This design comes from an exercise in tuning for small area on the open sky130 flow, not from production work. Where RTL was checked, it was by simulation tests only, not by an equivalence proof against the original. No functional check of the RTL was part of runs 2 to 6. No activity file was given, so power comes from the tool's default toggle rates.

==> flow/design.v <==
module avalon_csr
(
	input  wire         clk,
	input  wire         rst,
	output wire         mm_waitrequest,
	output wire [31:0]  mm_readdata,
	output wire         mm_readdatavalid,
	input  wire [31:0]  mm_writedata,
	input  wire [9:0]   mm_address,
	input  wire         mm_write,
	input  wire         mm_read,
	output wire [31:0]  reg0,
	output wire [31:0]  reg1,
	output wire [31:0]  reg2,
	output wire [31:0]  reg3,
	output wire [31:0]  reg4
);
reg [31:0] regs [0:7];
reg        rvalid;
reg [2:0]  ridx;
reg        rhit;
wire        hit = (mm_address[9:5] == 5'd0) && (mm_address[1:0] == 2'd0);
wire [31:0] wdata = mm_writedata & {32{~rst}};
genvar i;
generate
	for (i = 0; i < 8; i = i + 1) begin : g_reg
		always @(posedge clk)
			if (rst || (mm_write && hit && mm_address[4:2] == i))
				regs[i] <= wdata;
	end
endgenerate
always @(posedge clk) begin
	rvalid <= mm_read & ~rst;
	ridx   <= mm_address[4:2];
	rhit   <= hit;
end
assign mm_waitrequest   = 1'b0;
assign mm_readdatavalid = rvalid;
assign mm_readdata      = regs[ridx] & {32{rhit}};
assign reg0 = regs[0];
assign reg1 = regs[1];
assign reg2 = regs[2];
assign reg3 = regs[3];
assign reg4 = regs[4];
endmodule
module dma_from_sdram
(
	input  wire        clk,
	input  wire        rst,
	input  wire        start,
	input  wire [28:0] begin_address,
	input  wire [31:0] size_buffer,
	output wire [28:0] sdram0_data_address,
	input  wire        sdram0_data_waitrequest,
	input  wire [47:0] sdram0_data_readdata,
	input  wire        sdram0_data_readdatavalid,
	output wire        sdram0_data_read,
	output wire [7:0]  sdram0_data_burstcount,
	output wire [9:0]  dist_address,
	output wire [47:0] dist_data,
	output wire        write_enable
);
localparam IDLE = 3'd0, READ = 3'd1, RESP = 3'd2, WRITE = 3'd3, STOP = 3'd4;
reg [2:0]  state;
reg [28:0] addr;
reg [31:0] count;
reg [47:0] data;
wire [31:0] count_inc = count + 32'd1;
always @(posedge clk) begin
	data <= sdram0_data_readdata;
	if (state == IDLE && start)
		addr <= begin_address;
	else if (state == WRITE)
		addr <= addr + 29'd1;
	if (rst) begin
		state <= IDLE;
		count <= 32'd0;
	end else begin
		case (state)
			IDLE:  if (start) state <= READ;
			READ:  if (!sdram0_data_waitrequest) state <= RESP;
			RESP:  if (sdram0_data_readdatavalid) state <= WRITE;
			WRITE: begin
				count <= count_inc;
				state <= (count_inc == size_buffer) ? STOP : READ;
			end
			default: state <= STOP;
		endcase
	end
end
assign sdram0_data_address    = addr;
assign sdram0_data_read       = (state == READ);
assign sdram0_data_burstcount = 8'd1;
assign dist_address           = count[9:0];
assign dist_data              = data;
assign write_enable           = (state == WRITE);
endmodule
module matrix
(
	input  wire        rst_n,
	input  wire        clk,
	output reg         r0,
	output reg         g0,
	output reg         b0,
	output reg         r1,
	output reg         g1,
	output reg         b1,
	output reg         r2,
	output reg         g2,
	output reg         b2,
	output reg         r3,
	output reg         g3,
	output reg         b3,
	output reg  [2:0]  a,
	output reg         blank,
	output reg         sclk,
	output reg         latch,
	output wire [9:0]  mem_address,
	input  wire        mem_enable,
	input  wire [47:0] mem_output_data
);
reg [12:0] t;
reg        first;
reg [1:0]  rd_bit;
reg [2:0]  rd_row;
wire shifting = (t[12:9] == 4'd0);
reg [12:0] t_end;
always @(*) begin
	if (first)
		t_end = 13'd960;
	else
		case (rd_bit)
			2'd1: t_end = 13'd940;
			2'd2: t_end = 13'd1900;
			2'd3: t_end = 13'd3820;
			default: t_end = 13'd7660;
		endcase
end
wire expire = (t == t_end);
wire [11:0] bits;
genvar i;
generate
	for (i = 0; i < 12; i = i + 1) begin : g_bit
		wire [3:0] nib = mem_output_data[4*i+3:4*i];
		assign bits[i] = nib[rd_bit] & mem_enable;
	end
endgenerate
always @(posedge clk) begin
	if (rst_n) begin
		t      <= 13'd0;
		first  <= 1'b1;
		rd_bit <= 2'd0;
		rd_row <= 3'd0;
		a      <= 3'd0;
		blank  <= 1'b1;
		sclk   <= 1'b0;
		latch  <= 1'b0;
		{r3, g3, b3, r2, g2, b2, r1, g1, b1, r0, g0, b0} <= 12'd0;
	end else begin
		if (expire) begin
			t     <= -13'sd19;
			first <= 1'b0;
		end else
			t <= t + 13'd1;
		if (expire)
			blank <= 1'b1;
		else if (t == -13'sd2)
			blank <= 1'b0;
		if (t == -13'sd11) begin
			latch <= 1'b1;
			a     <= rd_row;
		end else if (t == -13'sd2)
			latch <= 1'b0;
		if (t == -13'sd1) begin
			rd_bit <= rd_bit + 2'd1;
			if (rd_bit == 2'd3)
				rd_row <= rd_row + 3'd1;
		end
		sclk <= shifting && (t[1:0] == 2'd3);
		if (shifting && t[1:0] == 2'd1)
			{r3, g3, b3, r2, g2, b2, r1, g1, b1, r0, g0, b0} <= bits;
	end
end
assign mem_address = {rd_row, shifting ? t[8:2] : 7'd0};
endmodule
module memory_mux (
	input  wire [9:0]  slave_0_dist_address,
	input  wire [47:0] slave_0_dist_data,
	input  wire        slave_0_write_enable,
	input  wire [9:0]  slave_1_dist_address,
	output wire [9:0]  master_dist_address,
	output wire [47:0] master_dist_data,
	output wire        master_write_enable,
	input  wire        mux
);
assign master_dist_address = mux ? slave_1_dist_address : slave_0_dist_address;
assign master_dist_data    = slave_0_dist_data;
assign master_write_enable = ~mux & slave_0_write_enable;
endmodule
module led_matrix_soc (
	input  wire         clk,
	input  wire         rst,
	output wire         mm_waitrequest,
	output wire [31:0]  mm_readdata,
	output wire         mm_readdatavalid,
	input  wire [31:0]  mm_writedata,
	input  wire [9:0]   mm_address,
	input  wire         mm_write,
	input  wire         mm_read,
	output wire [28:0]  sdram_address,
	input  wire         sdram_waitrequest,
	input  wire [63:0]  sdram_readdata,
	input  wire         sdram_readdatavalid,
	output wire         sdram_read,
	output wire [7:0]   sdram_burstcount,
	output wire [9:0]   ram_address,
	output wire [47:0]  ram_data,
	output wire         ram_wren,
	input  wire [47:0]  ram_q,
	output wire         r0,
	output wire         g0,
	output wire         b0,
	output wire         r1,
	output wire         g1,
	output wire         b1,
	output wire         r2,
	output wire         g2,
	output wire         b2,
	output wire         r3,
	output wire         g3,
	output wire         b3,
	output wire [2:0]   a,
	output wire         blank,
	output wire         sclk,
	output wire         latch
);
wire [31:0] dma_start;
wire [31:0] begin_dma_address;
wire [31:0] size_of_buffer;
wire [31:0] mem_mux;
wire [31:0] matrix_rst;
wire [47:0] dist_dma;
wire        write_enable;
wire [9:0]  dist_address;
wire [9:0]  matrix_memory_address;
avalon_csr avalon_csr (
	.clk              (clk),
	.rst              (rst),
	.mm_waitrequest   (mm_waitrequest),
	.mm_readdata      (mm_readdata),
	.mm_readdatavalid (mm_readdatavalid),
	.mm_writedata     (mm_writedata),
	.mm_address       (mm_address),
	.mm_write         (mm_write),
	.mm_read          (mm_read),
	.reg0             (dma_start),
	.reg1             (begin_dma_address),
	.reg2             (size_of_buffer),
	.reg3             (mem_mux),
	.reg4             (matrix_rst)
);
matrix matrix (
	.rst_n            (matrix_rst[0]),
	.clk              (clk),
	.r0               (r0),
	.g0               (g0),
	.b0               (b0),
	.r1               (r1),
	.g1               (g1),
	.b1               (b1),
	.r2               (r2),
	.g2               (g2),
	.b2               (b2),
	.r3               (r3),
	.g3               (g3),
	.b3               (b3),
	.a                (a),
	.blank            (blank),
	.sclk             (sclk),
	.latch            (latch),
	.mem_address      (matrix_memory_address),
	.mem_enable       (mem_mux[0]),
	.mem_output_data  (ram_q)
);
dma_from_sdram dma_from_sdram (
	.clk                       (clk),
	.rst                       (rst),
	.start                     (dma_start[0]),
	.begin_address             (begin_dma_address[28:0]),
	.size_buffer               (size_of_buffer),
	.sdram0_data_address       (sdram_address),
	.sdram0_data_waitrequest   (sdram_waitrequest),
	.sdram0_data_readdata      (sdram_readdata[47:0]),
	.sdram0_data_readdatavalid (sdram_readdatavalid),
	.sdram0_data_read          (sdram_read),
	.sdram0_data_burstcount    (sdram_burstcount),
	.dist_address              (dist_address),
	.dist_data                 (dist_dma),
	.write_enable              (write_enable)
);
memory_mux memory_mux (
	.slave_0_dist_address (dist_address),
	.slave_0_dist_data    (dist_dma),
	.slave_0_write_enable (write_enable),
	.slave_1_dist_address (matrix_memory_address),
	.master_dist_address  (ram_address),
	.master_dist_data     (ram_data),
	.master_write_enable  (ram_wren),
	.mux                  (mem_mux[0])
);
endmodule
==> flow/run.sh <==
#!/bin/bash
# synth_recipe.tcl (not shown) runs the flow's synth.tcl, then flattens the netlist and writes it again
# the make line also repeats each setting of config.mk as NAME=value (left out here)
make -C /OpenROAD-flow-scripts/flow DESIGN_CONFIG=/design/flow/config.mk WORK_HOME=/design/flow/orfs CLKGATE_MAP_FILE= SYNTH_SCRIPT=/design/flow/synth_recipe.tcl finish
==> flow/config.mk <==
export PLATFORM = sky130hd
export DESIGN_NAME = led_matrix_soc
export DESIGN_NICKNAME = led_matrix_soc
export VERILOG_FILES = /design/flow/design.v
export SDC_FILE = /design/flow/constraint.sdc
export NUM_CORES = 4
export LEC_CHECK = 0
export CAP_MARGIN = 20
export CORE_MARGIN = 2
export CORE_UTILIZATION = 40
export SLEW_MARGIN = 20
==> flow/constraint.sdc <==
create_clock -name core_clock -period 5.0 [get_ports {clk}]
set_input_delay 1.0000 -clock core_clock [delete_from_list [all_inputs] [get_ports {clk}]]
set_output_delay 1.0000 -clock core_clock [all_outputs]
set_load 0.01 [all_outputs]
==> results of run 1 <==
==> metal layers <==
metal / wire (um) / vias up
met2: 22300 / 462
met5: 0 / -
met3: 3830 / 76
li1: - / 5765
met4: 1110 / 0
met1: 21600 / 6092
==> power by group through the flow <==
stage                     clock [uW]  combinational, uW  sequential [uW]
final                           3360                803             4070
after global routing            3550                872             4100
after CTS                       3430                811             4070
after detailed placement           0                806             4140
after global placement             0                803             4130
after floorplan                    0                386             4110
==> worst max-delay path: stages (launching register included) <==
cell and delay [ns]:
dfxtp_2 0.70, inv_1 0.26, buf_4 0.28, nand2_1 0.10
buf_4 0.27, o21ai_0 0.11, a21oi_1 0.39, clkdlybuf4s50_1 0.63
==> flip-flops by register name (all words and copies together) (netlist names), 2 cells and up <==
name and flops:
dma_from_sdram.state 3, matrix.t 13, matrix.a 3, dma_from_sdram.count 32
dma_from_sdram.data 48, matrix.rd_row 3, avalon_csr.regs 256, matrix.rd_bit 2
dma_from_sdram.addr 29, avalon_csr.ridx 3
==> worst max path at each step <==
stage | endpoint | startpoint | cells after the start
after floorplan | avalon_csr.regs[2][0] | mm_address[7] | 5
after global placement | avalon_csr.regs[2][12] | mm_address[7] | 8
after detailed placement | avalon_csr.regs[2][14] | mm_address[7] | 8
after CTS | mm_readdata[16] | avalon_csr.ridx[2] | 7
after global routing | mm_readdata[16] | avalon_csr.ridx[2] | 7
final | mm_readdata[16] | avalon_csr.ridx[2] | 7
==> synthesized netlist by cell type, types with 12 or more instances <==
master	instances
nand3_1	30
o21ai_0	100
ha_1	12
nor2b_1	42
xnor2_1	61
inv_1	35
nor3_1	14
nor2_1	126
mux2i_1	47
xor2_1	45
nand4_1	32
a22oi_1	16
a211oi_1	18
dfxtp_1	125
edfxtp_1	285
mux4_2	28
nand2_1	110
a21oi_1	84
o22ai_1	13
clkbuf_1	72
and3_1	13
==> cell type report <==
cell class	instances	share of cell area [%]
Inverter	35	0.583
Sequential cell	410	49.1
Timing Repair Buffer	309	13.6
Multi-Input combinational cell	904	26.8
Clock inverter	18	0.894
Tap cell	585	3.25
Clock buffer	65	5.78
==> logic make-up (layout without fill, tap and decap cells) <==
kind of cell / after synthesis / in the layout / synth area share, %
buffers and inverters: 128 / 427 / 2.98
multiplexers: 82 / 82 / 6.73
flip-flops: 410 / 410 / 63.1
AO/OA/AOI/OAI: 273 / 273 / 9.23
XOR/XNOR: 106 / 106 / 5.30
adder cells (fa/ha/maj): 12 / 12 / 0.857
other: 2 / 9 / 0.0429
AND/OR/NAND/NOR: 422 / 422 / 11.7
==> cells in the final DEF (no fill, tap or decap), types with 6 or more instances in the layout <==
cell type        Yosys  final
edfxtp_1           285    285
nor3_1              14     14
or3_1                9      9
nand3_1             30     30
nor4_1               8      8
o21ai_0            100    100
clkinv_2             0     11
mux2_2               7      7
clkbuf_8             0      6
a211oi_1            18     18
nor2b_1             42     42
buf_4               10     22
inv_1               35     35
ha_1                12     12
nand4_1             32     32
a22oi_1             16     16
a21oi_1             84     84
xor2_1              45     45
clkdlybuf4s50_1      0    282
mux2i_1             47     47
xnor2_1             61     61
mux4_2              28     28
clkbuf_16            0     47
dfxtp_1            125    120
clkbuf_1            72     12
conb_1               2      9
and3_1              13     13
nand2b_1             6      6
and2_1               6      6
nand2_1            110    110
o22ai_1             13     13
nor2_1             126    126
==> per-stage QoR <==
step                setup slack (ns)  instance area, sq um  hold WS [ns]
finish                         0.683                 22500         0.438
global placement                1.24                 21000         0.437
detailed placement              1.24                 21000         0.434
global route                   0.481                 22500         0.481
CTS                            0.660                 22500         0.444
floorplan                      0.756                 17500         0.462
==> flow_summary_export.csv, run 1 <==
group,metric,value,unit
status,outcome,"timing/DRC/antenna clean",
layout,syn_to_final_growth,28.6,%
logic_synthesis,synth_ff_type,"edfxtp_1",
routing,vias,12400,
timing,relSlewSlack,47.4,%
critical_path,ff2ff_setup_slack,1.64,ns
timing,hold_violations,0,
placed_design,io_buffers,283,
layout,multi_input_area,6030,sq um
placed_design,dp_cells,2243,
floorplan,coreArea,43200,sq um
timing,final-setup-viol-count,0,
min_path,hold_path_depth,2,
layout,fin_cells,2326,
routing,routed_via_density,5.33,
power,power_frac_seq,49.4,%
timing,post-route-period-util,86.3,%
logic_synthesis,synth_cell_type_count,63,
routing,totalWireLength,48800,um
min_path,holdPathEnd,"matrix.blank",
routing,drtIter0Drc,819,
clock_network,clock-sinks,410,
grt,grt-ovfl-total,0,
critical_path,critPathCaptureType,"output pin",
timing,fin_tns_setup,0,ns
grt,grt_pass1_vias,12300,
floorplan,ios,309,
critical_path,worst_ep_arrival_time,3.32,ns
grt,grt_max_degree,59,
clock_network,clkLatencyLatePin,0.58,ns
critical_path,worstSetupStartpointType,"flop",
logic_synthesis,synth_edf_count,285,
critical_path,worst_ep_required_time,4.00,ns
power,p_int,6280,uW
min_path,min_path_type,"flop to flop",
logic_synthesis,syn_area_per_cell,12.2,sq um
critical_path,rr_endpoint,"dma_from_sdram.state[0]",
grt,antenna_found_initial,0,
clock_network,cts_hold_buffers,0,
power,p_per_area,365,nW/um^2
floorplan,start_util,40.6,%
clock_network,cts_buffers,45,
critical_path,worstSetupPathType,"flop to output pin",
routing,ant_nets,0,
grt,grt_first_pass_wirelength,73400,um
layout,drive_above_1_share,9.02,%
clock_network,cts-resized-gates,0,
logic_synthesis,syn-cell-area,17500,sq um
grt,globalRouteMet2Util,34.2,%
floorplan,die_area,45500,sq um
routing,dr.pass1.iters,5,
critical_path,r2r_start,"dma_from_sdram.count[0]",
power,p_sw_share,23.7,%
floorplan,die_w,213,um
power,total_power,8230,uW
critical_path,reg2reg_depth,9,
logic_synthesis,ys_top_cells_by_area,"edfxtp_1 49%, dfxtp_1 14%, mux4_2 3.6%, xnor2_1 3.0%, o21ai_0 2.9%",
power,p_clk_share,40.8,%
clock_network,clkTransAtPathRegs,0.06,ns
timing,rsz0062_at_grt,"false",
timing,fmax,0.232,GHz
clock_network,htreeDepth,2,
power,ir_drop,0.274,mV
routing,wire_per_inst,21.0,um
layout,final_util,52.2,%
placed_design,hpwl,32100,um
logic_synthesis,synth_top_cell_area_share,48.8,%
routing,drc,0,
min_path,hp-start,"matrix.blank",
logic_synthesis,synth_seq_cells,410,
grt,grt_util_met1,29.6,%
timing,fin_crit,4.32,ns
logic_synthesis,synth_seq_area_share,63.1,%
power,leakage,0.00775,uW
logic_synthesis,syn_inst,1435,
placed_design,place_congestion,0.889,
job,cap_violations,0,
layout,diodes,0,
layout,nNetsFinal,1877,
logic_synthesis,yosysWarnings,4,
timing,tightest_slew,0.783,ns
timing,skew,0.0234,ns
clock_network,tritoncts,"done",
grt,grt_usage,21.4,%
clock_network,ctsLongestPathBuffers,3,
clock_network,cts_setup_buffers,0,
layout,seqCellArea,11100,sq um
logic_synthesis,synth_largest_area_cell,"edfxtp_1",
logic_synthesis,ys_async_sr_fraction,0,%
grt,use_met3,4.57,%
power,combPwrFrac,9.7,%
clock_network,ctsRootBufferMaster,"clkbuf_16",
grt,grt_most_used_layer,"met2",
critical_path,path_max_fanout,25,
power,p_switching,1950,uW
floorplan,std_cell_rows,76,
layout,n_fill_cell,3845,
timing,slew_violations,0,
floorplan,die_y,213,um
==> run 2, diff against run 1 <==
--- a/flow/design.v
+++ b/flow/design.v
@@ -18,6 +18,5 @@
 reg [31:0] regs [0:7];
 reg        rvalid;
-reg [2:0]  ridx;
-reg        rhit;
+reg [7:0]  rsel;
 wire        hit = (mm_address[9:5] == 5'd0) && (mm_address[1:0] == 2'd0);
 wire [31:0] wdata = mm_writedata & {32{~rst}};
@@ -32,10 +31,21 @@
 always @(posedge clk) begin
 	rvalid <= mm_read & ~rst;
-	ridx   <= mm_address[4:2];
-	rhit   <= hit;
+end
+generate
+	for (i = 0; i < 8; i = i + 1) begin : g_sel
+		always @(posedge clk)
+			rsel[i] <= hit && (mm_address[4:2] == i);
+	end
+endgenerate
+reg [31:0] rdata;
+integer k;
+always @(*) begin
+	rdata = 32'd0;
+	for (k = 0; k < 8; k = k + 1)
+		rdata = rdata | (regs[k] & {32{rsel[k]}});
 end
 assign mm_waitrequest   = 1'b0;
 assign mm_readdatavalid = rvalid;
-assign mm_readdata      = regs[ridx] & {32{rhit}};
+assign mm_readdata      = rdata;
 assign reg0 = regs[0];
 assign reg1 = regs[1];
==> flow_summary_export.csv, run 2 <==
group,metric,value,unit
status,outcome,"timing/DRC/antenna clean",
critical_path,path_depth,3,
power,leakage,0.00723,uW
critical_path,max_stage_delay,0.97,ns
logic_synthesis,synth_largest_area_cell,"edfxtp_1",
power,p_per_area,382,nW/um^2
logic_synthesis,synth_fa_ha_area_share,0.884,%
logic_synthesis,synth_seq_area_share,65.6,%
logic_synthesis,synth-simple-area-share,12.8,%
job,cap_violations,0,
routing,routed_via_density,5.53,
layout,n_fill_cell,3563,
layout,top_regs,"avalon_csr.regs x256, dma_from_sdram.data x48, dma_from_sdram.count x32",
critical_path,cp_cell_sequence,"a22oi_1, nand4_1, clkdlybuf4s50_1",
critical_path,slowest_stage,"dfxtp_2",
critical_path,path_max_fanout,32,
logic_synthesis,syn_area_per_cell,12.7,sq um
timing,layout_setup_ws,1.31,ns
logic_synthesis,synth_edf_count,285,
grt,grt_max_degree,59,
power,power_frac_seq,50.6,%
min_path,min_path_type,"flop to flop",
floorplan,ios,309,
placed_design,io_buffers,283,
layout,final_common_cell,"edfxtp_1",
clock_network,htreeDepth,2,
layout,diodes,0,
clock_network,tritoncts,"done",
floorplan,die_area,44100,sq um
grt,grt_usage,21.3,%
timing,fin_crit,3.69,ns
layout,drive_above_1_share,8.19,%
clock_network,cts-resized-gates,0,
floorplan,die_w,210,um
routing,dr.pass1.iters,5,
power,ir_drop,0.267,mV
layout,post-route-cell-area,21800,sq um
routing,wire_per_inst,21.9,um
critical_path,rr_endpoint,"dma_from_sdram.state[0]",
critical_path,path_buf_inv,1,
critical_path,worst_ep_required_time,4.00,ns
timing,final-setup-viol-count,0,
power,combPwrFrac,10.1,%
clock_network,clkTransAtPathRegs,0.06,ns
grt,grt-ovfl-total,0,
critical_path,critPathCaptureType,"output pin",
critical_path,r2r_start,"dma_from_sdram.count[0]",
clock_network,cts_buffers,45,
layout,largest_register_ff_count,256,
logic_synthesis,synth_common_cells,"285 x edfxtp_1, 142 x a22oi_1, 129 x dfxtp_1",
floorplan,die_y,210,um
logic_synthesis,synthXorXnorAreaFrac,5.21,%
logic_synthesis,ys_top_cells_by_area,"edfxtp_1 50%, dfxtp_1 15%, a22oi_1 6.3%, xor2_1 2.7%, xnor2_1 2.5%",
critical_path,worst_ep_arrival_time,2.69,ns
layout,final_util,52.0,%
timing,post-route-period-util,73.9,%
grt,grt_pass1_vias,11800,
critical_path,worstSetupStartpointType,"flop",
layout,max_flop_register,"avalon_csr.regs",
power,p_switching,2030,uW
clock_network,cts_setup_buffers,0,
logic_synthesis,yosysMostFrequentCell,"edfxtp_1",
logic_synthesis,synth_compound_area_share,10.4,%
critical_path,worstSetupPathType,"flop to output pin",
routing,ant_nets,0,
timing,rsz0062_at_grt,"false",
logic_synthesis,synth_seq_cells,414,
layout,syn_to_final_growth,28.4,%
logic_synthesis,ys_async_sr_fraction,0,%
placed_design,pre_cts_slack,1.36,ns
logic_synthesis,syn-cell-area,17000,sq um
min_path,hp-start,"matrix.blank",
min_path,hold_path_depth,2,
critical_path,cp_top_family,"flip-flops",
layout,final_cell_mix,"285 x edfxtp_1, 282 x clkdlybuf4s50_1, 142 x a22oi_1, 121 x dfxtp_1, 88 x nand2_1",
timing,skew,0.0244,ns
layout,nNetsFinal,1772,
placed_design,hpwl,30400,um
timing,relSlewSlack,33.6,%
routing,drc,0,
critical_path,reg2reg_depth,8,
timing,fin_tns_setup,0,ns
clock_network,ctsLongestPathBuffers,3,
logic_synthesis,syn_inst,1337,
clock_network,clkLatencyLatePin,0.59,ns
critical_path,ff2ff_setup_slack,1.56,ns
floorplan,coreArea,41900,sq um
grt,grt_first_pass_wirelength,71300,um
routing,totalWireLength,47600,um
timing,fmax,0.271,GHz
floorplan,start_util,40.5,%
placed_design,place_congestion,0.838,
clock_network,clock-sinks,414,
placed_design,dpl_cell_area,20300,sq um
logic_synthesis,yosysWarnings,4,
routing,vias,12000,
clock_network,ctsRootBufferMaster,"clkbuf_16",
logic_synthesis,synth_cell_type_count,65,
routing,drtIter0Drc,1024,
min_path,holdPathEnd,"matrix.blank",
power,p_clk_share,39.3,%
timing,hold_violations,0,
timing,slew_violations,0,
clock_network,cts_hold_buffers,0,
timing,tightest_slew,0.996,ns
logic_synthesis,synth.area.mux_share,2.22,%
logic_synthesis,synth_top_family_by_area,"simple AND/OR/NAND/NOR gates",
power,p_int,6280,uW
grt,antenna_found_initial,0,
floorplan,std_cell_rows,75,
logic_synthesis,synth_top_cell_area_share,50.4,%
power,p_sw_share,24.5,%
logic_synthesis,synth_ff_type,"edfxtp_1",
## run 2: worst register-to-register path, cell delays in order, from the launching register on
cell	delay (ns)
dfxtp_1	0.49
ha_1	0.31
nand3_1	0.31
nor4_1	0.78
nand3_1	0.18
xnor2_1	0.16
or4_1	0.54
nor4_2	0.42
o21ai_1	0.12
## run 2: cell families after synthesis
group / Yosys count
other: 2
AND/OR/NAND/NOR: 414
XOR/XNOR: 101
multiplexers: 22
adder cells (fa/ha/maj): 12
buffers and inverters: 112
flip-flops: 414
AO/OA/AOI/OAI: 260
## run 2: cell type report
| cell class | instances | area, sq um | share of cell area, % |
|---|---|---|---|
| sequential | 414 | 11200 | 51.2 |
| tap | 539 | 674 | 3.09 |
| clock inverter | 29 | 279 | 1.28 |
| inverter | 23 | 86.3 | 0.396 |
| timing repair buffer | 298 | 2940 | 13.5 |
| multi-input combinational | 818 | 5490 | 25.2 |
| clock buffer | 54 | 1180 | 5.41 |
## run 2: metal layers
metal  global-route usage, %  up-vias  share of wire, %
met5                       0        -                 0
met4                    6.87        0               2.4
met3                    3.77       70               7.0
met2                    34.0      472                46
met1                    29.6     5931                44
li1                        -     5560                 -
## run 2: power by group through the flow
| stage | combinational, uW | sequential, uW | clock [uW] |
|---|---|---|---|
| after floorplan | 346 | 4260 | 0 |
| after global placement | 840 | 4260 | 0 |
| after detailed placement | 848 | 4270 | 0 |
| after CTS | 852 | 4210 | 3340 |
| after global routing | 918 | 4240 | 3460 |
| final | 843 | 4210 | 3270 |
## run 2: worst max-delay path by stage
stage                        from                endpoint  slack, ns
2_1_floorplan       mm_address[7]   avalon_csr.regs[0][0]       0.32
3_3_place_gp        mm_address[7]  avalon_csr.regs[6][20]       1.37
3_5_place_dp        mm_address[7]  avalon_csr.regs[6][13]       1.36
4_1_cts        avalon_csr.rsel[7]         mm_readdata[31]       1.31
5_1_grt        avalon_csr.rsel[1]          mm_readdata[4]       1.22
6_report       avalon_csr.rsel[0]          mm_readdata[4]       1.31
## run 2: metrics by stage
| step | hold WS, ns | instances | power (uW) |
|---|---|---|---|
| after detailed placement | 0.494 | 2092 | 5120 |
| after global placement | 0.479 | 2092 | 5100 |
| after global routing | 0.533 | 2175 | 8620 |
| after CTS | 0.506 | 2175 | 8400 |
| final | 0.498 | 2175 | 8320 |
| after floorplan | 0.462 | 1344 | 4610 |
==> run 3, diff against run 2 <==
==> flow/flow/run.sh (new file) <==
#!/bin/bash
# The standard layout (the standard.sh, standard synthesis unchanged),
# with each port buffered by the smallest buffer cell instead of the
# default clkdlybuf4s50_1.
set -euo pipefail
bash standard.sh "BUFFER_PORTS_ARGS=-buffer_cell sky130_fd_sc_hd__buf_1" finish > flow_standard.log 2>&1
==> flow/standard.sh (new file) <==
#!/bin/bash
# synth_recipe.tcl (not shown) runs the flow's synth.tcl, then flattens the netlist and writes it again
# the make line also repeats each setting of config.mk as NAME=value (left out here)
make -C /OpenROAD-flow-scripts/flow DESIGN_CONFIG=/design/flow/config.mk WORK_HOME=/design/flow/orfs CLKGATE_MAP_FILE= SYNTH_SCRIPT=/design/flow/synth_recipe.tcl "${@:-finish}"
removed: flow/run.sh
==> flow_summary_export.csv, run 3 <==
group,metric,value,unit
status,outcome,"timing/DRC/antenna clean",
layout,largest_register_ff_count,256,
floorplan,die_y,210,um
clock_network,clkLatencyLatePin,0.58,ns
critical_path,critPathCaptureType,"flop",
critical_path,worstSetupPathType,"flop to flop",
logic_synthesis,synth_ff_type,"edfxtp_1",
clock_network,clkTransAtPathRegs,0.06,ns
routing,vias,12000,
routing,drc,0,
timing,slew_violations,0,
timing,final-setup-viol-count,0,
clock_network,ctsLongestPathBuffers,3,
grt,grt-ovfl-total,0,
layout,final_util,47.9,%
logic_synthesis,synth_seq_area_share,65.6,%
placed_design,hpwl,29400,um
timing,skew,0.0198,ns
clock_network,htreeDepth,2,
timing,hold_violations,0,
clock_network,cts_buffers,45,
routing,ant_nets,0,
timing,post-route-period-util,68.1,%
layout,diodes,0,
floorplan,start_util,40.5,%
floorplan,std_cell_rows,75,
timing,tightest_slew,1.02,ns
grt,grt_pass1_vias,11600,
clock_network,cts-resized-gates,0,
timing,relSlewSlack,32.1,%
layout,top_regs,"avalon_csr.regs x256, dma_from_sdram.data x48, dma_from_sdram.count x32",
logic_synthesis,syn_area_per_cell,12.7,sq um
logic_synthesis,ys_top_cells_by_area,"edfxtp_1 50%, dfxtp_1 15%, a22oi_1 6.3%, xor2_1 2.7%, xnor2_1 2.5%",
critical_path,path_max_fanout,9,
routing,wire_per_inst,21.1,um
layout,fin_cells,2173,
clock_network,cts_hold_buffers,0,
logic_synthesis,yosysMostFrequentCell,"edfxtp_1",
min_path,min_path_type,"flop to flop",
layout,nNetsFinal,1771,
clock_network,tritoncts,"done",
grt,grt_usage,20.5,%
power,p_per_area,409,nW/um^2
critical_path,worstSetupStartpointType,"flop",
logic_synthesis,synth_common_cells,"285 x edfxtp_1, 142 x a22oi_1, 129 x dfxtp_1",
timing,fmax,0.293,GHz
routing,drtIter0Drc,1001,
timing,rsz0062_at_grt,"false",
job,cap_violations,0,
logic_synthesis,ys_async_sr_fraction,0,%
placed_design,dp_cells,2091,
clock_network,cts_setup_buffers,0,
power,leakage,0.00652,uW
floorplan,ios,309,
logic_synthesis,synth_cell_type_count,65,
floorplan,die_area,44100,sq um
power,ir_drop,0.250,mV
routing,totalWireLength,45900,um
logic_synthesis,syn-cell-area,17000,sq um
layout,final_cell_mix,"285 x edfxtp_1, 282 x buf_1, 142 x a22oi_1, 121 x dfxtp_1, 88 x nand2_1",
logic_synthesis,syn_inst,1337,
critical_path,worst_ep_required_time,5.51,ns
layout,drive_above_1_share,8.08,%
min_path,hold_path_depth,2,
layout,final_common_cell,"edfxtp_1",
clock_network,ctsRootBufferMaster,"clkbuf_16",
grt,grt_first_pass_wirelength,68800,um
logic_synthesis,synth_edf_count,285,
placed_design,place_congestion,0.844,
floorplan,coreArea,41900,sq um
grt,grt_max_degree,71,
placed_design,io_buffers,283,
timing,fin_crit,3.41,ns
floorplan,die_w,210,um
critical_path,reg2reg_depth,8,
logic_synthesis,yosysWarnings,4,
power,total_power,8210,uW
grt,antenna_found_initial,0,
timing,fin_tns_setup,0,ns
clock_network,clock-sinks,414,
logic_synthesis,synth_top_cell_area_share,50.4,%
logic_synthesis,synth_seq_cells,414,
critical_path,worst_ep_arrival_time,3.92,ns
routing,routed_via_density,5.52,
layout,max_flop_register,"avalon_csr.regs",
logic_synthesis,synth_largest_area_cell,"edfxtp_1",
routing,dr.pass1.iters,5,
layout,syn_to_final_growth,18.2,%
run 3: cell count changes in the layout (fill, tap and decap cells not counted), moves of 2 or more:
cell	previous run	this run
buf_1	0	282
clkinvlp_4	5	1
clkbuf_2	0	2
clkdlybuf4s50_1	282	0
clkbuf_8	2	7
clkinv_2	10	5
run 3: cell type report:
class	instances	area, sq um
Sequential cell	414	11200
Fill cell	3801	21900
Clock buffer	61	1280
Timing Repair Buffer	297	1170
Clock inverter	21	220
Tap cell	539	674
Inverter	23	86.3
Multi-Input combinational cell	818	5490
run 3: final timing paths:
path / slack, ns / from / endpoint
worst max-delay path: 1.59 / dma_from_sdram.count[0] / dma_from_sdram.state[2]
worst max register to register: 1.59 / dma_from_sdram.count[0] / dma_from_sdram.state[2]
worst min register to register: 0.49 / matrix.a[2] / matrix.a[2]
worst min-delay path: 0.49 / matrix.a[2] / matrix.a[2]
run 3: through the flow:
stage	hold slack, ns	area, sq um	setup WS, ns
after global placement	0.475	18600	1.53
final	0.493	20100	1.59
after CTS	0.489	20100	1.56
after detailed placement	0.487	18600	1.52
after floorplan	0.462	17000	0.323
after global routing	0.493	20100	1.35
run 3: worst max-delay path, stage by stage, from the launching register on:
cell and delay [ns]:
dfxtp_1 0.49, ha_1 0.31, nand3_1 0.31, or4_1 0.77, or4_4 0.53, a211oi_2 0.23, o21ai_1 0.13, nor4_2 0.40
a22o_1 0.18
run 3: cell families after synthesis:
kind of cell	Yosys count	synth area share [%]
flops	414	65.6
simple gates	414	12.8
compound gates	260	10.4
buf+inv	112	2.76
xor+xnor	101	5.21
mux	22	2.22
fa+ha+maj	12	0.884
other cells	2	0.0442
run 3: per-layer routing:
metal / track usage, % / wire length [um]
met1: 28.5 / 20600
met2: 32.4 / 21100
met3: 3.81 / 3060
met4: 7.02 / 1220
met5: 0 / 0
run 3: where the power goes:
part	switching, uW	internal (uW)	total [uW]
sequential	192	4010	4200
combinational	425	219	644
clock	1370	2000	3370
==> run 4, diff against run 3 <==
--- a/flow/config.mk
+++ b/flow/config.mk
@@ -9,3 +9,4 @@
 export CORE_MARGIN = 2
 export CORE_UTILIZATION = 40
+export CTS_BUF_LIST = sky130_fd_sc_hd__clkbuf_8
 export SLEW_MARGIN = 20
==> flow_summary_export.csv, run 4 <==
group,metric,value,unit
grt,grt_max_degree,71,
clock_network,clock-sinks,414,
clock_network,htreeDepth,3,
timing,fin_crit,3.44,ns
timing,fin_tns_setup,0,ns
power,p_switching,2020,uW
logic_synthesis,synth_top_cell_area_share,50.4,%
power,power_frac_seq,53.7,%
timing,tightest_slew,1.01,ns
floorplan,die_w,210,um
power,combPwrFrac,8.3,%
logic_synthesis,synth_seq_area_share,65.6,%
clock_network,clkTransAtPathRegs,0.06,ns
critical_path,r2r_start,"dma_from_sdram.count[0]",
timing,final-setup-viol-count,0,
layout,nNetsFinal,1796,
critical_path,worst_ep_arrival_time,3.93,ns
critical_path,reg2reg_depth,8,
logic_synthesis,synth_largest_area_cell,"edfxtp_1",
routing,wl_met3,3330,um
logic_synthesis,syn-cell-area,17000,sq um
floorplan,die_area,44100,sq um
routing,vias,12100,
critical_path,slowest_stage,"or4_1",
critical_path,cp_top_family,"simple AND/OR/NAND/NOR gates",
critical_path,path_max_fanout,9,
layout,max_flop_register,"avalon_csr.regs",
clock_network,cts_hold_buffers,0,
floorplan,coreArea,41900,sq um
placed_design,place_congestion,0.844,
critical_path,rr_endpoint,"dma_from_sdram.state[0]",
routing,topRoutingLayerUsed,"met4",
logic_synthesis,yosysWarnings,4,
logic_synthesis,syn_inst,1337,
critical_path,worstSetupPathType,"flop to flop",
clock_network,clkLatencyLatePin,0.65,ns
power,p_sw_share,25.9,%
floorplan,start_util,40.5,%
logic_synthesis,syn_area_per_cell,12.7,sq um
timing,rsz0062_at_grt,"false",
floorplan,die_y,210,um
timing,fmax,0.290,GHz
routing,drc,0,
timing,post-route-period-util,68.9,%
clock_network,cts_setup_buffers,0,
layout,final_cell_mix,"285 x edfxtp_1, 282 x buf_1, 142 x a22oi_1, 121 x dfxtp_1, 88 x nand2_1",
critical_path,worstSetupStartpointType,"flop",
routing,wl_met1,20400,um
logic_synthesis,synth_seq_cells,414,
placed_design,io_buffers,283,
job,cap_violations,0,
critical_path,path_depth,8,
critical_path,max_stage_delay,0.77,ns
routing,drtIter0Drc,925,
routing,totalWireLength,46300,um
floorplan,std_cell_rows,75,
clock_network,tritoncts,"done",
power,leakage,0.00659,uW
power,p_clk_share,38.0,%
layout,diodes,0,
placed_design,hpwl,29400,um
min_path,hold_path_depth,1,
clock_network,cts_buffers,70,
power,p_int,5800,uW
power,p_per_area,392,nW/um^2
routing,wire_per_inst,20.9,um
min_path,holdPathEnd,"dma_from_sdram.data[34]",
layout,final_util,47.5,%
power,ir_drop,0.243,mV
logic_synthesis,yosysMostFrequentCell,"edfxtp_1",
logic_synthesis,synth_ff_type,"edfxtp_1",
routing,routed_via_density,5.47,
timing,skew,0.0484,ns
clock_network,ctsRootBufferMaster,"clkbuf_8",
grt,antenna_found_initial,0,
grt,grt-ovfl-total,0,
layout,largest_register_ff_count,256,
routing,ant_nets,0,
min_path,min_path_type,"input port to flop",
logic_synthesis,ys_top_cells_by_area,"edfxtp_1 50%, dfxtp_1 15%, a22oi_1 6.3%, xor2_1 2.7%, xnor2_1 2.5%",
timing,relSlewSlack,32.6,%
status,outcome,"timing/DRC/antenna clean",
clock_network,ctsLongestPathBuffers,3,
routing,wl_met2,21500,um
logic_synthesis,ys_async_sr_fraction,0,%
critical_path,worst_ep_required_time,5.48,ns
layout,final_common_cell,"edfxtp_1",
routing,dr.pass1.iters,5,
layout,top_regs,"avalon_csr.regs x256, dma_from_sdram.data x48, dma_from_sdram.count x32",
clock_network,cts-resized-gates,0,
timing,hold_violations,0,
critical_path,cp_cell_sequence,"ha_1, nand3_1, or4_1, or4_4, a211oi_2, o21ai_1, nor4_2, o21ai_1",
min_path,hp-start,"sdram_readdata[34]",
grt,grt_usage,20.6,%
timing,slew_violations,0,
logic_synthesis,synth_edf_count,285,
layout,syn_to_final_growth,17.4,%
critical_path,critPathCaptureType,"flop",
floorplan,ios,309,
grt,grt_first_pass_wirelength,69300,um
logic_synthesis,synth_common_cells,"285 x edfxtp_1, 142 x a22oi_1, 129 x dfxtp_1",
critical_path,path_buf_inv,0,
logic_synthesis,synth_cell_type_count,65,
grt,grt_pass1_vias,11900,
layout,drive_above_1_share,9.06,%
critical_path,ff2ff_setup_slack,1.56,ns
critical_path,path_common_cell,"o21ai_1",
==> run 4: cell counts after synthesis <==
No cell type changed its count.
==> run 4: cells by family (layout without fill, tap and decap cells) <==
| logic type | after synthesis | count (layout) | share of synthesized area (%) |
|---|---|---|---|
| compound gates | 260 | 260 | 10.4 |
| xor+xnor | 101 | 101 | 5.21 |
| fa+ha+maj | 12 | 12 | 0.884 |
| buf+inv | 112 | 445 | 2.76 |
| flops | 414 | 414 | 65.6 |
| mux | 22 | 22 | 2.22 |
| other cells | 2 | 9 | 0.0442 |
| simple gates | 414 | 414 | 12.8 |
==> run 4: layer usage <==
layer  track usage, %  vias to the layer above
met1             28.2                     5967
met5                0                        -
met3             4.75                       86
met4             7.04                        0
met2             32.5                      452
li1                 -                     5616
==> run 4: layout make-up <==
cell class                      count  area (sq um)
Inverter                           23          86.3
Sequential cell                   414         11200
Multi-Input combinational cell    818          5490
Fill cell                        3853         22000
Clock buffer                       76          1050
Tap cell                          539           674
Timing Repair Buffer              297          1170
Clock inverter                     49           318
==> run 4: power by group through the flow <==
stage                     Sequential (uW)  Clock, uW  Combinational, uW
after CTS                            4200       3030                654
final                                4200       2970                648
after global placement               4260          0                643
after global routing                 4230       3170                713
after detailed placement             4270          0                648
after floorplan                      4260          0                346
==> run 4: metrics by stage <==
stage | instance area [sq um] | setup WS (ns) | power [uW] | hold WS, ns | instances
after floorplan | 17000 | 0.323 | 4610 | 0.462 | 1344
after global placement | 18600 | 1.53 | 4900 | 0.475 | 2091
after detailed placement | 18600 | 1.52 | 4920 | 0.487 | 2091
after CTS | 19900 | 1.54 | 7880 | 0.397 | 2216
after global routing | 19900 | 1.33 | 8120 | 0.405 | 2216
final | 19900 | 1.56 | 7820 | 0.441 | 2216
==> run 4: worst max path at each step <==
stage,startpoint,endpoint,slack [ns]
after floorplan,mm_address[7],avalon_csr.regs[0][0],0.32
after global placement,mm_address[7],avalon_csr.regs[2][28],1.53
after detailed placement,mm_address[7],avalon_csr.regs[2][20],1.52
after CTS,dma_from_sdram.count[0],dma_from_sdram.state[2],1.54
after global routing,dma_from_sdram.count[9],dma_from_sdram.state[0],1.33
final,dma_from_sdram.count[0],dma_from_sdram.state[0],1.56
==> run 5, diff against run 4 <==
--- a/flow/config.mk
+++ b/flow/config.mk
@@ -9,4 +9,4 @@
 export CORE_MARGIN = 2
 export CORE_UTILIZATION = 40
-export CTS_BUF_LIST = sky130_fd_sc_hd__clkbuf_8
+export CTS_BUF_LIST = sky130_fd_sc_hd__clkbuf_4
 export SLEW_MARGIN = 20
==> flow_summary_export.csv, run 5 <==
group,metric,value,unit
status,outcome,"timing/DRC/antenna clean",
routing,drc,0,
clock_network,tritoncts,"done",
floorplan,ios,309,
critical_path,startpoint,"matrix.t[10]",
routing,totalWireLength,46500,um
floorplan,coreArea,41900,sq um
clock_network,cts_hold_buffers,0,
floorplan,die_w,210,um
timing,fmax,0.280,GHz
logic_synthesis,synth_top_cell_area_share,50.4,%
clock_network,clkTransAtPathRegs,0.06,ns
routing,wire_per_inst,20.5,um
power,p_int,5810,uW
power,p_switching,1980,uW
power,p_clk_share,37.8,%
logic_synthesis,ys_top_cells_by_area,"edfxtp_1 50%, dfxtp_1 15%, a22oi_1 6.3%, xor2_1 2.7%, xnor2_1 2.5%",
routing,drtIter0Drc,978,
layout,syn_to_final_growth,17.4,%
grt,antenna_found_initial,1,
layout,post-route-cell-area,19900,sq um
layout,largest_register_ff_count,256,
power,total_power,7790,uW
layout,max_flop_register,"avalon_csr.regs",
power,combPwrFrac,8.3,%
clock_network,ctsLongestPathBuffers,3,
layout,final_common_cell,"edfxtp_1",
placed_design,hpwl,29400,um
clock_network,cts-resized-gates,0,
critical_path,max_stage_delay,0.54,ns
timing,relSlewSlack,31.9,%
timing,tightest_slew,1.02,ns
critical_path,reg2reg_depth,8,
grt,grt_usage,20.8,%
job,cap_violations,0,
critical_path,slowest_stage,"nor4_1",
clock_network,cts_buffers,104,
grt,globalRouteMet2Util,32.9,%
logic_synthesis,synth_largest_area_cell,"edfxtp_1",
logic_synthesis,syn_area_per_cell,12.7,sq um
logic_synthesis,syn-cell-area,17000,sq um
timing,post-route-period-util,71.5,%
grt,grt_most_used_layer,"met2",
routing,ant_nets,0,
layout,drive_above_1_share,13.0,%
timing,hold_violations,0,
timing,fin_tns_setup,0,ns
grt,grt_pass1_vias,12200,
layout,nNetsFinal,1830,
clock_network,ctsRootBufferMaster,"clkbuf_4",
critical_path,crit_end,"ram_address[4]",
floorplan,die_area,44100,sq um
layout,final_cell_mix,"285 x edfxtp_1, 282 x buf_1, 151 x clkbuf_4, 142 x a22oi_1, 121 x dfxtp_1",
critical_path,r2r_start,"dma_from_sdram.count[0]",
critical_path,path_max_fanout,8,
logic_synthesis,synth_cell_type_count,65,
placed_design,place_congestion,0.844,
floorplan,start_util,40.5,%
grt,grt-ovfl-total,0,
clock_network,clock-sinks,414,
grt,grt_max_degree,71,
layout,n_fill_cell,3901,
min_path,min_path_type,"input port to flop",
power,power_frac_seq,53.9,%
floorplan,die_y,210,um
logic_synthesis,synth_ff_type,"edfxtp_1",
clock_network,clkLatencyLatePin,0.84,ns
critical_path,worstSetupPathType,"flop to output pin",
critical_path,cp_cell_sequence,"nor4_1, and2_1, nand2_1, o21ai_0, buf_1",
power,leakage,0.00659,uW
placed_design,io_buffers,283,
critical_path,worstSetupStartpointType,"flop",
routing,dr.pass1.iters,8,
power,p_per_area,391,nW/um^2
routing,vias,12400,
logic_synthesis,syn_inst,1337,
floorplan,std_cell_rows,75,
timing,fin_crit,3.58,ns
logic_synthesis,synth_edf_count,285,
clock_network,htreeDepth,3,
power,p_sw_share,25.4,%
layout,top_regs,"avalon_csr.regs x256, dma_from_sdram.data x48, dma_from_sdram.count x32",
clock_network,cts_setup_buffers,0,
critical_path,worst_ep_arrival_time,2.58,ns
logic_synthesis,synth_seq_area_share,65.6,%
timing,slew_violations,0,
logic_synthesis,ys_async_sr_fraction,0,%
timing,rsz0062_at_grt,"false",
logic_synthesis,yosysWarnings,4,
critical_path,worst_ep_required_time,4.00,ns
critical_path,critPathCaptureType,"output pin",
critical_path,ff2ff_setup_slack,1.54,ns
logic_synthesis,yosysMostFrequentCell,"edfxtp_1",
critical_path,rr_endpoint,"dma_from_sdram.state[0]",
power,ir_drop,0.235,mV
logic_synthesis,synth_common_cells,"285 x edfxtp_1, 142 x a22oi_1, 129 x dfxtp_1",
placed_design,dpl_cell_area,18600,sq um
grt,grt_first_pass_wirelength,69600,um
grt,grt_util_met1,27.6,%
grt,use_met3,4.93,%
timing,final-setup-viol-count,0,
logic_synthesis,synth_seq_cells,414,
timing,skew,0.0579,ns
routing,routed_via_density,5.45,
## run 5: critical path, delay by kind of cell (launching register included)
kind            cells  cell delay [ns]
compound gates      1             0.18
flops               1             0.39
buf+inv             1             0.21
simple gates        3             0.97
## run 5: stage by stage
step	hold WS, ns	util, %	cells	worst slack [ns]
2_1_floorplan	0.462	-	1344	0.323
3_5_place_dp	0.487	44.3	2091	1.52
3_3_place_gp	0.475	44.3	2091	1.53
4_1_cts	0.164	47.5	2270	1.37
5_1_grt	0.180	47.5	2271	1.19
6_report	0.259	47.5	2271	1.42
## run 5: logic make-up (layout without fill, tap and decap cells)
logic type	Yosys count	count (layout)	synth area share, %
adders and majority gates	12	12	0.884
and+or+nand+nor	414	414	12.8
muxes	22	22	2.22
buffers and inverters	112	499	2.76
AOI/OAI and AO/OA	260	260	10.4
other	2	10	0.0442
DFF	414	414	65.6
xor gates and xnor gates	101	101	5.21
## run 5: worst min path at each step
stage,start,to,depth (start not counted)
finish,sdram_readdata[18],dma_from_sdram.data[18],1
CTS,sdram_readdata[3],dma_from_sdram.data[3],1
global placement,matrix.a[0],matrix.a[0],2
floorplan,matrix.t[0],matrix.t[0],1
detailed placement,matrix.a[2],matrix.a[2],2
global route,sdram_readdata[3],dma_from_sdram.data[3],1
## run 5: layout make-up
type | instances | area [sq um] | share of cell area [%]
tap | 539 | 674 | 3.38
clock buffer | 151 | 1130 | 5.69
antenna | 1 | 2.50 | 0.0126
clock inverter | 28 | 225 | 1.13
multi-input combinational | 818 | 5490 | 27.6
inverter | 23 | 86.3 | 0.433
sequential | 414 | 11200 | 55.9
timing repair buffer | 297 | 1170 | 5.86
## run 5: power groups by stage
| stage | sequential (uW) | clock, uW | combinational [uW] |
|---|---|---|---|
| after detailed placement | 4270 | 0 | 648 |
| after global routing | 4230 | 3180 | 712 |
| final | 4200 | 2940 | 646 |
| after CTS | 4200 | 3020 | 653 |
| after global placement | 4260 | 0 | 643 |
| after floorplan | 4260 | 0 | 346 |
## run 5: layer usage
layer | vias to the layer above | wire, um
met5 | - | 0
met4 | 0 | 1180
met3 | 83 | 3330
met2 | 496 | 21700
met1 | 6071 | 20300
li1 | 5731 | -
==> run 6, diff against run 5 <==
--- a/flow/config.mk
+++ b/flow/config.mk
@@ -9,4 +9,6 @@
 export CORE_MARGIN = 2
 export CORE_UTILIZATION = 40
-export CTS_BUF_LIST = sky130_fd_sc_hd__clkbuf_4
+export CTS_BUF_LIST = sky130_fd_sc_hd__clkbuf_16
+export CTS_CLUSTER_DIAMETER = 100
+export CTS_CLUSTER_SIZE = 30
 export SLEW_MARGIN = 20
==> flow_summary_export.csv, run 6 <==
group,metric,value,unit
status,outcome,"timing/DRC/antenna clean",
critical_path,max_stage_delay,0.77,ns
floorplan,die_y,210,um
critical_path,path_max_fanout,9,
logic_synthesis,synth_ff_type,"edfxtp_1",
placed_design,pre_cts_slack,1.52,ns
timing,skew,0.0297,ns
clock_network,clkLatencyLatePin,0.55,ns
clock_network,ctsRootBufferMaster,"clkbuf_16",
floorplan,ios,309,
logic_synthesis,ys_top_cells_by_area,"edfxtp_1 50%, dfxtp_1 15%, a22oi_1 6.3%, xor2_1 2.7%, xnor2_1 2.5%",
layout,syn_to_final_growth,12.8,%
layout,final_common_cell,"edfxtp_1",
critical_path,worst_ep_arrival_time,3.94,ns
timing,post-route-period-util,68.8,%
power,ir_drop,0.208,mV
clock_network,ctsLongestPathBuffers,3,
critical_path,worstSetupStartpointType,"flop",
routing,drtIter0Drc,1147,
placed_design,hpwl,29400,um
timing,hold_violations,0,
placed_design,place_congestion,0.844,
clock_network,cts-resized-gates,0,
critical_path,critPathCaptureType,"flop",
routing,wire_per_inst,21.4,um
logic_synthesis,synth_top_cell_area_share,50.4,%
layout,top_regs,"avalon_csr.regs x256, dma_from_sdram.data x48, dma_from_sdram.count x32",
critical_path,worst_ep_required_time,5.50,ns
routing,routed_via_density,5.55,
floorplan,std_cell_rows,75,
clock_network,htreeDepth,1,
placed_design,dp_cells,2091,
power,leakage,0.00610,uW
routing,dr.pass1.iters,5,
grt,grt_pass1_vias,11300,
floorplan,start_util,40.5,%
logic_synthesis,syn_inst,1337,
grt,grt_max_degree,71,
logic_synthesis,syn-cell-area,17000,sq um
floorplan,die_area,44100,sq um
layout,post-route-cell-area,19200,sq um
routing,drc,0,
layout,nNetsFinal,1744,
clock_network,cts_hold_buffers,0,
routing,vias,11800,
logic_synthesis,synth_common_cells,"285 x edfxtp_1, 142 x a22oi_1, 129 x dfxtp_1",
grt,grt_first_pass_wirelength,67600,um
clock_network,cts_setup_buffers,0,
logic_synthesis,ys_async_sr_fraction,0,%
layout,final_util,45.7,%
routing,ant_nets,0,
placed_design,dpl_cell_area,18600,sq um
layout,max_flop_register,"avalon_csr.regs",
layout,fin_cells,2123,
layout,final_cell_mix,"285 x edfxtp_1, 282 x buf_1, 142 x a22oi_1, 121 x dfxtp_1, 88 x nand2_1",
critical_path,worstSetupPathType,"flop to flop",
logic_synthesis,synth_largest_area_cell,"edfxtp_1",
grt,grt_usage,19.9,%
logic_synthesis,synth_seq_area_share,65.6,%
layout,largest_register_ff_count,256,
timing,relSlewSlack,30.3,%
floorplan,coreArea,41900,sq um
grt,antenna_found_initial,0,
timing,fmax,0.291,GHz
layout,drive_above_1_share,5.49,%
clock_network,clock-sinks,414,
clock_network,clkTransAtPathRegs,0.11,ns
timing,final-setup-viol-count,0,
timing,rsz0062_at_grt,"false",
routing,totalWireLength,45400,um
critical_path,cp_cell_sequence,"ha_1, nand3_1, or4_1, or4_4, a211oi_2, o21ai_1, nor4_2, a22o_1",
logic_synthesis,synth_seq_cells,414,
logic_synthesis,syn_area_per_cell,12.7,sq um
timing,layout_setup_ws,1.56,ns
timing,fin_crit,3.44,ns
clock_network,cts_buffers,18,
timing,fin_tns_setup,0,ns
power,p_per_area,348,nW/um^2
layout,diodes,0,
job,cap_violations,0,
critical_path,slowest_stage,"or4_1",
logic_synthesis,yosysMostFrequentCell,"edfxtp_1",
grt,grt-ovfl-total,0,
min_path,min_path_type,"flop to flop",
logic_synthesis,yosysWarnings,4,
floorplan,die_w,210,um
logic_synthesis,synth_edf_count,285,
clock_network,tritoncts,"done",
timing,tightest_slew,1.05,ns
logic_synthesis,synth_cell_type_count,65,
timing,slew_violations,0,
placed_design,io_buffers,283,
## run 6: cell types whose count changed in the layout (fill, tap and decap cells not counted)
cell / before / now
clkinvlp_2: 0 / 1
clkinv_16: 0 / 1
clkinv_1: 18 / 0
clkbuf_4: 151 / 0
clkinv_2: 4 / 0
clkbuf_16: 0 / 20
inv_6: 2 / 1
inv_1: 23 / 32
diode_2: 1 / 0
bufinv_16: 4 / 0
## run 6: kinds of logic (layout without fill, tap and decap cells)
kind of cell | count (synthesis) | after routing | share of synthesized area (%)
flops | 414 | 414 | 65.6
simple gates | 414 | 414 | 12.8
compound gates | 260 | 260 | 10.4
buf+inv | 112 | 352 | 2.76
xor+xnor | 101 | 101 | 5.21
mux | 22 | 22 | 2.22
fa+ha+maj | 12 | 12 | 0.884
other cells | 2 | 9 | 0.0442
## run 6: routing by layer
layer  global-route usage [%]  share of wire, %
met3                     3.05               6.8
met5                        0                 0
met2                     32.7                47
met1                     28.3                45
met4                     3.94               1.6
## run 6: stage by stage
step           power [uW]  hold slack (ns)
6_report             6660            0.505
5_1_grt              6910            0.512
4_1_cts              6710            0.515
3_3_place_gp         4900            0.475
3_5_place_dp         4920            0.487
2_1_floorplan        4610            0.462
## run 6: area by class of cell
cell class	instances	area [sq um]
timing repair buffer	297	1170
fill	3890	22800
clock buffer	20	500
sequential	414	11200
inverter	23	86.3
multi-input combinational	818	5490
clock inverter	12	77.6
tap	539	674
## run 6: critical path, delay by kind of cell (launching register included)
family / cells / cell delay (ns)
flip-flops: 1 / 0.51
adder cells (fa/ha/maj): 1 / 0.31
AO/OA/AOI/OAI: 3 / 0.54
AND/OR/NAND/NOR: 4 / 2.02
## run 6: worst paths after layout
path | start | endpoint | slack [ns] | depth (start not counted)
hold reg to reg | matrix.a[2] | matrix.a[2] | 0.50 | 2
setup reg to reg | dma_from_sdram.count[0] | dma_from_sdram.state[2] | 1.56 | 8
hold / removal | matrix.a[2] | matrix.a[2] | 0.50 | 2
setup / recovery | dma_from_sdram.count[0] | dma_from_sdram.state[2] | 1.56 | 8
## run 6: where the power goes
group	internal, uW	switching, uW	total (uW)
Sequential	4000	192	4190
Clock	748	1080	1830
Combinational	219	425	645
Total	4970	1700	6660
==> run 7, diff against run 6 <==
--- a/flow/design.v
+++ b/flow/design.v
@@ -135,17 +135,20 @@
 reg [2:0]  rd_row;
 wire shifting = (t[12:9] == 4'd0);
-reg [12:0] t_end;
+wire neg = &t[12:9];
+reg  expire;
 always @(*) begin
 	if (first)
-		t_end = 13'd960;
+		expire = t[9] & t[8] & t[7] & t[6];                         
 	else
 		case (rd_bit)
-			2'd1: t_end = 13'd940;
-			2'd2: t_end = 13'd1900;
-			2'd3: t_end = 13'd3820;
-			default: t_end = 13'd7660;
+			2'd1: expire = ~t[12] & t[9] & t[8] & t[7] & t[5] & t[3] & t[2];           
+			2'd2: expire = ~t[12] & t[10] & t[9] & t[8] & t[6] & t[5] & t[3] & t[2];   
+			2'd3: expire = ~t[12] & t[11] & t[10] & t[9] & t[7] & t[6] & t[5] & t[3] & t[2];  
+			default: expire = ~t[9] & t[12] & t[11] & t[10] & t[8] & t[7] & t[6] & t[5] & t[3] & t[2];  
 		endcase
 end
-wire expire = (t == t_end);
+wire at_m11 = neg & (t[4:0] == 5'b10101);    
+wire at_m2  = neg & (t[4:0] == 5'b11110);    
+wire at_m1  = neg & (t[4:0] == 5'b11111);    
 wire [11:0] bits;
 genvar i;
@@ -175,12 +178,12 @@
 		if (expire)
 			blank <= 1'b1;
-		else if (t == -13'sd2)
+		else if (at_m2)
 			blank <= 1'b0;
-		if (t == -13'sd11) begin
+		if (at_m11) begin
 			latch <= 1'b1;
 			a     <= rd_row;
-		end else if (t == -13'sd2)
+		end else if (at_m2)
 			latch <= 1'b0;
-		if (t == -13'sd1) begin
+		if (at_m1) begin
 			rd_bit <= rd_bit + 2'd1;
 			if (rd_bit == 2'd3)
==> flow_summary_export.csv, run 7 <==
group,metric,value,unit
status,outcome,"timing/DRC/antenna clean",
timing,relSlewSlack,36.0,%
critical_path,critPathCaptureType,"output pin",
timing,slew_violations,0,
clock_network,cts-resized-gates,0,
power,power_frac_seq,64.5,%
layout,final_util,46.0,%
floorplan,coreArea,40900,sq um
floorplan,die_w,208,um
layout,n_fill_cell,3793,
grt,grt-ovfl-total,0,
floorplan,die_area,43100,sq um
critical_path,worst_ep_arrival_time,2.38,ns
critical_path,worstSetupPathType,"flop to output pin",
logic_synthesis,syn_inst,1274,
floorplan,std_cell_rows,74,
timing,rsz0062_at_grt,"false",
critical_path,worst_ep_required_time,4.00,ns
layout,diodes,0,
logic_synthesis,synth_ff_type,"edfxtp_1",
layout,nNetsFinal,1695,
power,p_switching,1510,uW
power,p_per_area,336,nW/um^2
routing,vias,11400,
timing,skew,0.0153,ns
timing,post-route-period-util,67.6,%
placed_design,io_buffers,283,
layout,syn_to_final_growth,13.4,%
logic_synthesis,syn-cell-area,16600,sq um
timing,hold_violations,0,
timing,fin_crit,3.38,ns
critical_path,worstSetupStartpointType,"flop",
grt,grt_max_degree,59,
routing,totalWireLength,44100,um
clock_network,ctsLongestPathBuffers,3,
clock_network,cts_hold_buffers,0,
grt,grt_pass1_vias,11100,
placed_design,hpwl,29500,um
logic_synthesis,synth_top_cell_area_share,51.6,%
critical_path,path_max_fanout,7,
routing,drtIter0Drc,891,
job,cap_violations,0,
clock_network,tritoncts,"done",
clock_network,clkTransAtPathRegs,0.10,ns
power,p_int,4810,uW
grt,grt_first_pass_wirelength,67200,um
power,leakage,0.00606,uW
floorplan,die_y,208,um
clock_network,ctsRootBufferMaster,"clkbuf_16",
power,p_clk_share,28.1,%
layout,top_regs,"avalon_csr.regs x256, dma_from_sdram.data x48, dma_from_sdram.count x32",
timing,fin_tns_setup,0,ns
power,p_sw_share,23.8,%
grt,antenna_found_initial,1,
logic_synthesis,synth_cell_type_count,53,
timing,final-setup-viol-count,0,
layout,largest_register_ff_count,256,
clock_network,htreeDepth,1,
layout,drive_above_1_share,5.40,%
logic_synthesis,synth_common_cells,"285 x edfxtp_1, 140 x a22oi_1, 129 x dfxtp_1",
layout,final_cell_mix,"285 x edfxtp_1, 282 x buf_1, 140 x a22oi_1, 121 x dfxtp_1, 85 x nor2_1",
clock_network,cts_setup_buffers,0,
floorplan,start_util,40.5,%
clock_network,clkLatencyLatePin,0.54,ns
grt,grt_usage,20.0,%
power,ir_drop,0.268,mV
logic_synthesis,synth_seq_area_share,67.1,%
logic_synthesis,yosysWarnings,4,
logic_synthesis,synth_edf_count,285,
clock_network,clock-sinks,414,
routing,dr.pass1.iters,5,
timing,tightest_slew,0.959,ns
floorplan,ios,309,
timing,fmax,0.296,GHz
power,combPwrFrac,7.5,%
clock_network,cts_buffers,18,
routing,drc,0,
logic_synthesis,synth_seq_cells,414,
logic_synthesis,ys_async_sr_fraction,0,%
layout,final_common_cell,"edfxtp_1",
routing,routed_via_density,5.51,
logic_synthesis,synth_largest_area_cell,"edfxtp_1",
logic_synthesis,syn_area_per_cell,13.0,sq um
routing,wire_per_inst,21.3,um
logic_synthesis,yosysMostFrequentCell,"edfxtp_1",
routing,ant_nets,0,
placed_design,place_congestion,0.845,
logic_synthesis,ys_top_cells_by_area,"edfxtp_1 52%, dfxtp_1 16%, a22oi_1 6.3%, xnor2_1 3.2%, xor2_1 2.6%",
layout,max_flop_register,"avalon_csr.regs",
min_path,min_path_type,"flop to flop",
## run 7: area by class of cell
class                      count  area [sq um]  share of cell area, %
clock inverter                13          81.3                  0.432
tap                          532           666                   3.54
multi-input combinational    770          5170                   27.5
timing repair buffer         300          1190                   6.33
clock buffer                  19           475                   2.53
sequential                   414         11200                   59.3
inverter                      21          78.8                  0.419
## run 7: cell families after synthesis
logic type	share of synthesized area [%]
simple gates	11.8
xor+xnor	5.81
buf+inv	2.49
other cells	0.0453
compound gates	9.81
mux	2.14
fa+ha+maj	0.754
flops	67.1
## run 7: path summary, 6_finish.rpt
check / start / to / slack [ns] / depth (start not counted)
worst max-delay path: matrix.t[9] / ram_address[6] / 1.62 / 5
worst min-delay path: matrix.first / matrix.first / 0.47 / 1
worst max register to register: dma_from_sdram.count[0] / dma_from_sdram.state[0] / 1.91 / 8
worst min register to register: matrix.first / matrix.first / 0.47 / 1
## run 7: through the flow
stage               power [uW]  cell area, sq um  hold WS [ns]  std cells  setup WS, ns
floorplan                 4390             16600         0.427       1281         0.323
global placement          4620             18200         0.437       2036          1.48
detailed placement        4630             18300         0.448       2037          1.45
CTS                       6380             18800         0.471       2069          1.68
global route              6530             18800         0.505       2069          1.53
finish                    6320             18800         0.468       2069          1.62
## run 7: power by group through the flow
stage,combinational (uW),clock [uW],sequential (uW)
2_1_floorplan,243,0,4150
3_3_place_gp,468,0,4150
3_5_place_dp,477,0,4160
4_1_cts,479,1820,4080
5_1_grt,519,1910,4100
6_report,471,1770,4080
## run 7: critical path, stage by stage (launching register included)
cell	delay [ns]
dfxtp_1	0.38
nor4_1	0.66
and2_1	0.38
nand2_1	0.08
o21ai_0	0.11
buf_1	0.23
## run 7: per-layer routing
metal | wire length [um] | GRT usage, % | vias to the layer above
met2 | 21400 | 33.5 | 441
li1 | - | - | 5247
met3 | 2840 | 2.62 | 42
met4 | 1020 | 4.99 | 2
met5 | 18 | 0 | -
met1 | 18800 | 27.6 | 5666
==> run 8, diff against run 7 <==
--- a/flow/config.mk
+++ b/flow/config.mk
@@ -8,7 +8,7 @@
 export CAP_MARGIN = 20
 export CORE_MARGIN = 2
-export CORE_UTILIZATION = 40
+export CORE_UTILIZATION = 65
 export CTS_BUF_LIST = sky130_fd_sc_hd__clkbuf_16
 export CTS_CLUSTER_DIAMETER = 100
-export CTS_CLUSTER_SIZE = 30
+export CTS_CLUSTER_SIZE = 20
 export SLEW_MARGIN = 20
==> flow_summary_export.csv, run 8 <==
group,metric,value,unit
status,outcome,"timing/DRC/antenna clean",
critical_path,worst_ep_required_time,4.00,ns
layout,final_common_cell,"edfxtp_1",
clock_network,ctsRootBufferMaster,"clkbuf_16",
layout,final_cell_mix,"285 x edfxtp_1, 282 x buf_1, 140 x a22oi_1, 121 x dfxtp_1, 85 x nor2_1",
routing,routed_via_density,6.05,
critical_path,worstSetupPathType,"flop to output pin",
timing,rsz0062_at_grt,"false",
grt,grt_max_degree,70,
layout,nNetsFinal,1696,
power,leakage,0.00613,uW
logic_synthesis,yosysWarnings,4,
min_path,min_path_type,"flop to flop",
clock_network,htreeDepth,1,
layout,top_regs,"avalon_csr.regs x256, dma_from_sdram.data x48, dma_from_sdram.count x32",
logic_synthesis,synth_cell_type_count,53,
logic_synthesis,synth_compound_area_share,9.81,%
placed_design,place_congestion,0.901,
critical_path,ff2ff_setup_slack,2.06,ns
power,ir_drop,0.343,mV
floorplan,die_area,26800,sq um
power,power_frac_seq,62.9,%
placed_design,io_buffers,283,
logic_synthesis,synth_common_cells,"285 x edfxtp_1, 140 x a22oi_1, 129 x dfxtp_1",
floorplan,coreArea,25100,sq um
logic_synthesis,synth_edf_count,285,
power,p_switching,1490,uW
logic_synthesis,syn_inst,1274,
power,combPwrFrac,7.0,%
routing,dr.pass1.iters,5,
power,p_int,5000,uW
grt,antenna_found_initial,1,
layout,n_fill_cell,1772,
timing,fin_tns_setup,0,ns
timing,relSlewSlack,37.7,%
timing,tightest_slew,0.934,ns
clock_network,cts_buffers,24,
clock_network,clock-sinks,414,
job,cap_violations,0,
logic_synthesis,ys_top_cells_by_area,"edfxtp_1 52%, dfxtp_1 16%, a22oi_1 6.3%, xnor2_1 3.2%, xor2_1 2.6%",
timing,post-route-period-util,65.0,%
logic_synthesis,synth_top_cell_area_share,51.6,%
floorplan,die_w,164,um
critical_path,worst_ep_arrival_time,2.25,ns
power,total_power,6500,uW
critical_path,worstSetupStartpointType,"flop",
power,p_clk_share,30.1,%
grt,grt_usage,29.4,%
clock_network,tritoncts,"done",
logic_synthesis,synth_top_family_by_area,"simple AND/OR/NAND/NOR gates",
placed_design,hpwl,25900,um
routing,drc,0,
clock_network,clkLatencyLatePin,0.55,ns
logic_synthesis,synth_fa_ha_area_share,0.754,%
routing,drtIter0Drc,1145,
logic_synthesis,synth_ff_type,"edfxtp_1",
logic_synthesis,ys_async_sr_fraction,0,%
clock_network,cts-resized-gates,0,
clock_network,cts_setup_buffers,0,
logic_synthesis,synth-simple-area-share,11.8,%
floorplan,die_y,164,um
layout,syn_to_final_growth,12.5,%
grt,grt_pass1_vias,10700,
layout,drive_above_1_share,5.38,%
critical_path,critPathCaptureType,"output pin",
layout,largest_register_ff_count,256,
logic_synthesis,synth.area.mux_share,2.14,%
timing,fin_crit,3.25,ns
logic_synthesis,yosysMostFrequentCell,"edfxtp_1",
timing,skew,0.0119,ns
grt,grt-ovfl-total,0,
-- run 8: cells by family (layout without fill, tap and decap cells) --
logic type                 count (synthesis)  in the layout
AOI/OAI and AO/OA                        246            246
other                                      2              9
buffers and inverters                     97            359
and+or+nand+nor                          375            375
adders and majority gates                 10             10
xor gates and xnor gates                 110            110
DFF                                      414            414
muxes                                     20             20
-- run 8: power by group through the flow --
stage          Clock (uW)  Sequential, uW  Combinational, uW
2_1_floorplan           0            4150                243
3_3_place_gp            0            4150                443
3_5_place_dp            0            4170                451
4_1_cts              1970            4090                454
5_1_grt              2090            4110                502
6_report             1950            4090                453
-- run 8: per-stage QoR --
| step | util [%] | area (sq um) | cells | hold WS (ns) | setup slack [ns] |
|---|---|---|---|---|---|
| final | 74.3 | 18700 | 1873 | 0.479 | 1.75 |
| after global routing | 74.3 | 18700 | 1873 | 0.513 | 1.56 |
| after CTS | 74.3 | 18700 | 1873 | 0.475 | 1.78 |
| after detailed placement | 71.5 | 18000 | 1830 | 0.455 | 1.53 |
| after global placement | 71.5 | 18000 | 1830 | 0.438 | 1.57 |
| after floorplan | - | 16600 | 1281 | 0.427 | 0.323 |
-- run 8: layer usage --
metal	GRT usage, %	vias to the layer above	wire length [um]
li1	-	5261	-
met1	41.1	5459	16200
met2	47.8	552	18700
met3	4.77	61	3760
met5	0	-	12
met4	9.29	2	1250
-- run 8: final cells by class --
cell class              count  area, sq um  area share, %
flip-flops and latches    414        11200           59.7
multi-input cells         770         5170           27.7
repair buffers            295         1150           6.18
clock buffers              25          626           3.35
well taps                 330          413           2.21
inverters                  21         78.8          0.422
clock inverters            18         72.6          0.389
-- run 8: final timing paths --
| path | to | depth (start not counted) | startpoint |
|---|---|---|---|
| min reg2reg | matrix.first | 1 | matrix.first |
| min | matrix.first | 1 | matrix.first |
| max reg2reg | dma_from_sdram.state[0] | 8 | dma_from_sdram.count[0] |
| max | ram_address[4] | 5 | matrix.t[9] |
-- run 8: worst max-delay path, stage by stage, from the launching register on --
cell and delay, ns:
dfxtp_1 0.37, nor4_1 0.64, and2_1 0.34, nand2_1 0.08, o21ai_0 0.09, buf_1 0.17

Re-timed with assumed drivers on the ports (clkbuf_16 on the clock, buf_2 on other inputs), run 8 has 1.705 ns of setup slack against 1.751 ns with ideal ports, and 1.544 ns once port delays also move by the mid clock arrival of 0.585 ns.
